This is an optimization exercise on Yosys and OpenROAD, whose aim is small area, not a production implementation. In this exercise RTL edits were held to simulation tests only and were not proved equivalent to the original. Power figures rest on the tool's default switching activity, not on a simulated workload.

==> flow/design.v <==
module block_wall
  (
   input	 clk,
   input	 pixpulse,
   input	 rst,
   input [9:0]	 hcount,
   input [9:0]	 vcount,
   input	 empty,
   input	 move,
   input	 unbreak,
   output	 draw_blocks,
   output reg [23:0] broken
   );
   wire [31:0]	 hlo, vlo, hhi, vhi;
   genvar	 k;
   generate
      for (k = 0; k < 32; k = k + 1) begin : pre
	 assign hlo[k] = (hcount[4:0] == k) | rst;
	 assign vlo[k] = (vcount[4:0] == k) | rst;
	 assign hhi[k] = (hcount[9:5] == k) | rst;
	 assign vhi[k] = (vcount[9:5] == k) | rst;
      end
   endgenerate
   wire		 go = pixpulse & ~rst;
   wire		 set = go & ~empty;
   wire [1229:0] H;
   wire [587:0]	 V;
   wire [29:0]	 orH;    
   wire [27:0]	 orV;    
   wire [5:0]	 hl_nb, hl_nc;    
   genvar	 h, c, i, r, l, j;
   generate
      for (h = 0; h < 5; h = h + 1) begin : hl
	 localparam Y = 49 + 22*h;
	 wire rs = vhi[Y/32] & vlo[Y%32];
	 assign hl_nb[h] = ~(rs & set);
	 assign hl_nc[h] = ~((rs & pixpulse) | rst);
      end
      for (c = 0; c < 6; c = c + 1) begin : hc
	 for (i = 0; i < 41; i = i + 1) begin : hb
	    localparam X = 181 + 42*c + i;
	    wire na = ~(hhi[X/32] & hlo[X%32]);
	    for (h = 0; h < 5; h = h + 1) begin : hl
	       ring_flag uf (.clk(clk), .na(na), .nb(hl_nb[h]), .nc(hl_nc[h]),
			     .q(H[(h*6+c)*41+i]));
	    end
	 end
      end
      for (h = 0; h < 5; h = h + 1) begin : ho
	 for (c = 0; c < 6; c = c + 1) begin : hc
	    assign orH[h*6+c] = |H[(h*6+c)*41 +: 41];
	 end
      end
      for (l = 0; l < 7; l = l + 1) begin : vl
	 localparam X = 179 + 42*l;
	 wire cs = hhi[X/32] & hlo[X%32];
	 wire nb = ~(cs & set);
	 wire nc = ~((cs & pixpulse) | rst);
	 for (r = 0; r < 4; r = r + 1) begin : vr
	    for (j = 0; j < 21; j = j + 1) begin : vb
	       localparam Y = 51 + 22*r + j;
	       if (l >= 1 && j == 20) begin : sh
		  assign V[(r*7+l)*21+j] = H[((r+1)*6+l-1)*41+40];
	       end else begin : st
		  wire na = ~(vhi[Y/32] & vlo[Y%32]);
		  ring_flag uf (.clk(clk), .na(na), .nb(nb), .nc(nc),
				.q(V[(r*7+l)*21+j]));
	       end
	    end
	    assign orV[r*7+l] = |V[(r*7+l)*21 +: 21];
	 end
      end
      for (r = 0; r < 4; r = r + 1) begin : br
	 for (c = 0; c < 6; c = c + 1) begin : bc
	    wire hit = orH[r*6+c] | orH[(r+1)*6+c] | orV[r*7+c] | orV[r*7+c+1];
	    always @(posedge clk or posedge rst)
	      if (rst)
		broken[r*6+c] <= 1'b0;
	      else if (pixpulse & ((move & hit) | unbreak))
		broken[r*6+c] <= move & hit;
	 end
      end
   endgenerate
   wire [5:0]	 incol;
   wire [3:0]	 inrow;
   generate
      for (c = 0; c < 6; c = c + 1) begin : dc
	 assign incol[c] = (hcount >= 180 + 42*c) & (hcount <= 220 + 42*c);
      end
      for (r = 0; r < 4; r = r + 1) begin : dr
	 assign inrow[r] = (vcount >= 50 + 22*r) & (vcount <= 70 + 22*r);
      end
   endgenerate
   wire [23:0]	 covered;
   generate
      for (r = 0; r < 4; r = r + 1) begin : cr
	 for (c = 0; c < 6; c = c + 1) begin : cc
	    assign covered[r*6+c] = inrow[r] & incol[c] & ~broken[r*6+c];
	 end
      end
   endgenerate
   assign draw_blocks = |covered;
endmodule
module ring_flag
  (
   input      clk,
   input      na,
   input      nb,
   input      nc,
   output reg q
   );
   always @(posedge clk)
     q <= ~((na | nb) & ~((na | nc) & q));
endmodule
module paddle #(parameter xloc_start=320,
		parameter yloc_start=400)
   (
    input	     clk,
    input	     pixpulse,
    input	     rst,
    input [9:0]	     hcount,
    input [9:0]	     vcount,
    input	     empty,
    input	     move,
    input [3:0]	     move_dir,  
    output	     draw_paddle,
    output reg [9:0] xloc,
    output reg [9:0] yloc
    );
   wire [4:0]	     occupied_lft;
   wire [4:0]	     occupied_rgt;
   wire [10:0]	     occupied_bot;
   wire [10:0]	     occupied_top;
   wire [10:0]	     dh = {1'b0, hcount} - {1'b0, xloc};
   wire [10:0]	     dv = {1'b0, vcount} - {1'b0, yloc};
   wire		     x_ge5 = (xloc >= 10'd5);
   wire		     x_ge6 = (xloc >= 10'd6);
   wire		     y_ge2 = (yloc >= 10'd2);
   wire		     y_ge3 = (yloc >= 10'd3);
   wire		     hz = (dh[10:4] == 7'h00);    
   wire		     ho = (dh[10:4] == 7'h7f);    
   wire [3:0]	     dl = dh[3:0];
   wire		     vz = (dv[10:2] == 9'h000);   
   wire		     vo = (dv[10:2] == 9'h1ff);   
   wire [1:0]	     vl = dv[1:0];
   wire		     dh_in5 = (hz & (dl <= 4'd5)) | (ho & (dl >= 4'd11));
   wire		     dv_in2 = (vz & (vl <= 2'd2)) | (vo & (vl >= 2'd2));
   assign draw_paddle = x_ge5 & y_ge2 & dh_in5 & dv_in2;
   wire		     go = pixpulse & ~rst;
   wire		     set = go & ~empty;
   wire		     at_rgt = hz & (dl == 4'd6);
   wire		     at_lft = ho & (dl == 4'd10);   
   wire		     nb_rgt = ~(at_rgt & set);
   wire		     nc_rgt = ~((at_rgt & pixpulse) | rst);
   wire		     nb_lft = ~(at_lft & set);
   wire		     nc_lft = ~((at_lft & pixpulse) | rst);
   wire		     at_bot = vz & (vl == 2'd3);
   wire		     at_top = vo & (vl == 2'd1);    
   wire		     nb_bot = ~(at_bot & set);
   wire		     nc_bot = ~((at_bot & pixpulse) | rst);
   wire		     nb_top = ~(at_top & set);
   wire		     nc_top = ~((at_top & pixpulse) | rst);
   genvar	     n;
   generate
      for (n = 0; n < 5; n = n + 1) begin : sf
	 wire at = (n <= 3) ? (vz & (vl == 3 - n)) : (vo & (vl == 2'd3));
	 wire na = ~((y_ge3 & at) | rst);
	 ring_flag ur (.clk(clk), .na(na), .nb(nb_rgt), .nc(nc_rgt), .q(occupied_rgt[n]));
	 ring_flag ul (.clk(clk), .na(na), .nb(nb_lft), .nc(nc_lft), .q(occupied_lft[n]));
      end
      for (n = 0; n < 11; n = n + 1) begin : tf
	 wire at = (n <= 6) ? (hz & (dl == 6 - n)) : (ho & (dl == 22 - n));
	 wire na = ~((x_ge6 & at) | rst);
	 ring_flag ub (.clk(clk), .na(na), .nb(nb_bot), .nc(nc_bot), .q(occupied_bot[n]));
	 ring_flag ut (.clk(clk), .na(na), .nb(nb_top), .nc(nc_top), .q(occupied_top[n]));
      end
   endgenerate
   wire blk_lft = |occupied_lft;
   wire blk_rgt = |occupied_rgt;
   wire blk_up = |occupied_top;
   wire blk_dn = |occupied_bot;
   wire		     go_lft = (move_dir == 4'b0001) & ~blk_lft;
   wire		     go_dn  = (move_dir == 4'b0010) & ~blk_dn;
   wire		     go_rgt = (move_dir == 4'b0100) & ~blk_rgt;
   wire		     go_up  = (move_dir == 4'b1000) & ~blk_up;
   wire [9:0]	     xnext = xloc + {{9{~move_dir[2]}}, 1'b1};
   wire [9:0]	     ynext = yloc + {{9{move_dir[3]}}, 1'b1};
   always @(posedge clk or posedge rst)
     begin
	if (rst) begin
	   xloc <= xloc_start;
	   yloc <= yloc_start;
	end else if (pixpulse & move) begin
	   if (go_lft | go_rgt) xloc <= xnext;
	   if (go_dn | go_up) yloc <= ynext;
	end
     end
endmodule
module breakout_wall
  (
   input	 clk,  
   input	 pixpulse,  
   input	 rst,
   input [9:0]	 hcount,  
   input [9:0]	 vcount,  
   input	 empty,  
   input	 move,  
   input [3:0]	 move_dir,  
   input	 unbreak,  
   output	 draw_paddle,  
   output [9:0]	 paddle_x,  
   output [9:0]	 paddle_y,
   output	 draw_blocks,  
   output [23:0] broken  
   );
   block_wall uwall
     (.clk(clk), .pixpulse(pixpulse), .rst(rst),
      .hcount(hcount), .vcount(vcount), .empty(empty),
      .move(move), .unbreak(unbreak),
      .draw_blocks(draw_blocks), .broken(broken));
   paddle upad
     (.clk(clk), .pixpulse(pixpulse), .rst(rst),
      .hcount(hcount), .vcount(vcount), .empty(empty),
      .move(move), .move_dir(move_dir),
      .draw_paddle(draw_paddle), .xloc(paddle_x), .yloc(paddle_y));
endmodule
clock: 10.0 ns
lec_check: 0
cap_margin: 20
core_margin: 2
core_utilization: 65
cts_buf_list: sky130_fd_sc_hd__clkbuf_4 sky130_fd_sc_hd__clkbuf_8
cts_cluster_size: 20
slew_margin: 20
synth_hierarchical: 1
synth_minimum_keep_size: 0
run.sh (not shown) runs the stock make flow with config.mk's settings and CLKGATE_MAP_FILE= SYNTH_SCRIPT=/design/flow/synth_recipe.tcl, a recipe that flattens the netlist after the stock synthesis.
The baseline completed without violations.
Next try:
==> flow/flow/run.sh (new file) <==
#!/bin/bash
# The standard layout (standard.sh), with two changes passed to ORFS:
# the clock tree is built from clkbuf_4 leaf clusters without dummy loads,
# and the ports are buffered with the smallest buffer, buf_1.
set -e
export CTS_ARGS="-sink_clustering_enable -repair_clock_nets -sink_clustering_size 10 -sink_clustering_max_diameter 35 -buf_list sky130_fd_sc_hd__clkbuf_4 -dont_use_dummy_load"
export BUFFER_PORTS_ARGS="-buffer_cell sky130_fd_sc_hd__buf_1"
bash standard.sh > standard.log 2>&1
==> flow/standard.sh (new file) <==
#!/bin/bash
# synth_recipe.tcl (not shown) runs the flow's synth.tcl, then flattens the netlist and writes it again
# the make line also repeats each setting of config.mk as NAME=value (left out here)
make -C /OpenROAD-flow-scripts/flow DESIGN_CONFIG=/design/flow/config.mk WORK_HOME=/design/flow/orfs CLKGATE_MAP_FILE= SYNTH_SCRIPT=/design/flow/synth_recipe.tcl "${@:-finish}"
CORE_UTILIZATION = 70   (was 65)
CTS_BUF_LIST = sky130_fd_sc_hd__clkbuf_4   (was sky130_fd_sc_hd__clkbuf_4 sky130_fd_sc_hd__clkbuf_8)
CTS_CLUSTER_DIAMETER = 35   (was unset)
CTS_CLUSTER_SIZE = 10   (was 20)
GPL_TIMING_DRIVEN = 0   (was unset)
PLACE_DENSITY = 0.75   (was unset)
removed: flow/run.sh
After rerunning: The new run passed the timing, DRC and antenna checks. Core utilization came out higher by 3.3 points. Power came out lower by 18%. Worst setup slack improves by 1.2 ns.

## separate check: timing with driven ports
The results above use ideal ports. As a check the final layouts listed here were re-extracted and re-timed, cells and wires unchanged. Step 1 sets driving cells, clkbuf_16 on the clock port and buf_2 on the other inputs (assumed; they add their load-dependent delay and slew). Step 2 times the ports against the registers' clock, not the clock port: input delays grow and output delays shrink by t, the midpoint of the rising clock arrivals with the driver on. Slacks: ideal / step 1 / step 2; pairs: ideal / step 1.
run | t, ns | setup WS [ns] | hold slack, ns | worst register clock-pin slew, ns | pins driven straight from the clock port
the first run | 1.020 | 1.676 / 1.635 / 1.635 | 0.463 / 0.463 / 0.463 | 0.07 / 0.07 | 1
the second run | 1.261 | 2.834 / 2.784 / 2.784 | 0.470 / 0.470 / 0.470 | 0.12 / 0.12 | 1
After both steps setup and hold are still met in every run listed. For the second run, which loses most, drivers alone change the setup slack by -0.050 ns; drivers and shift together by -0.050 ns.
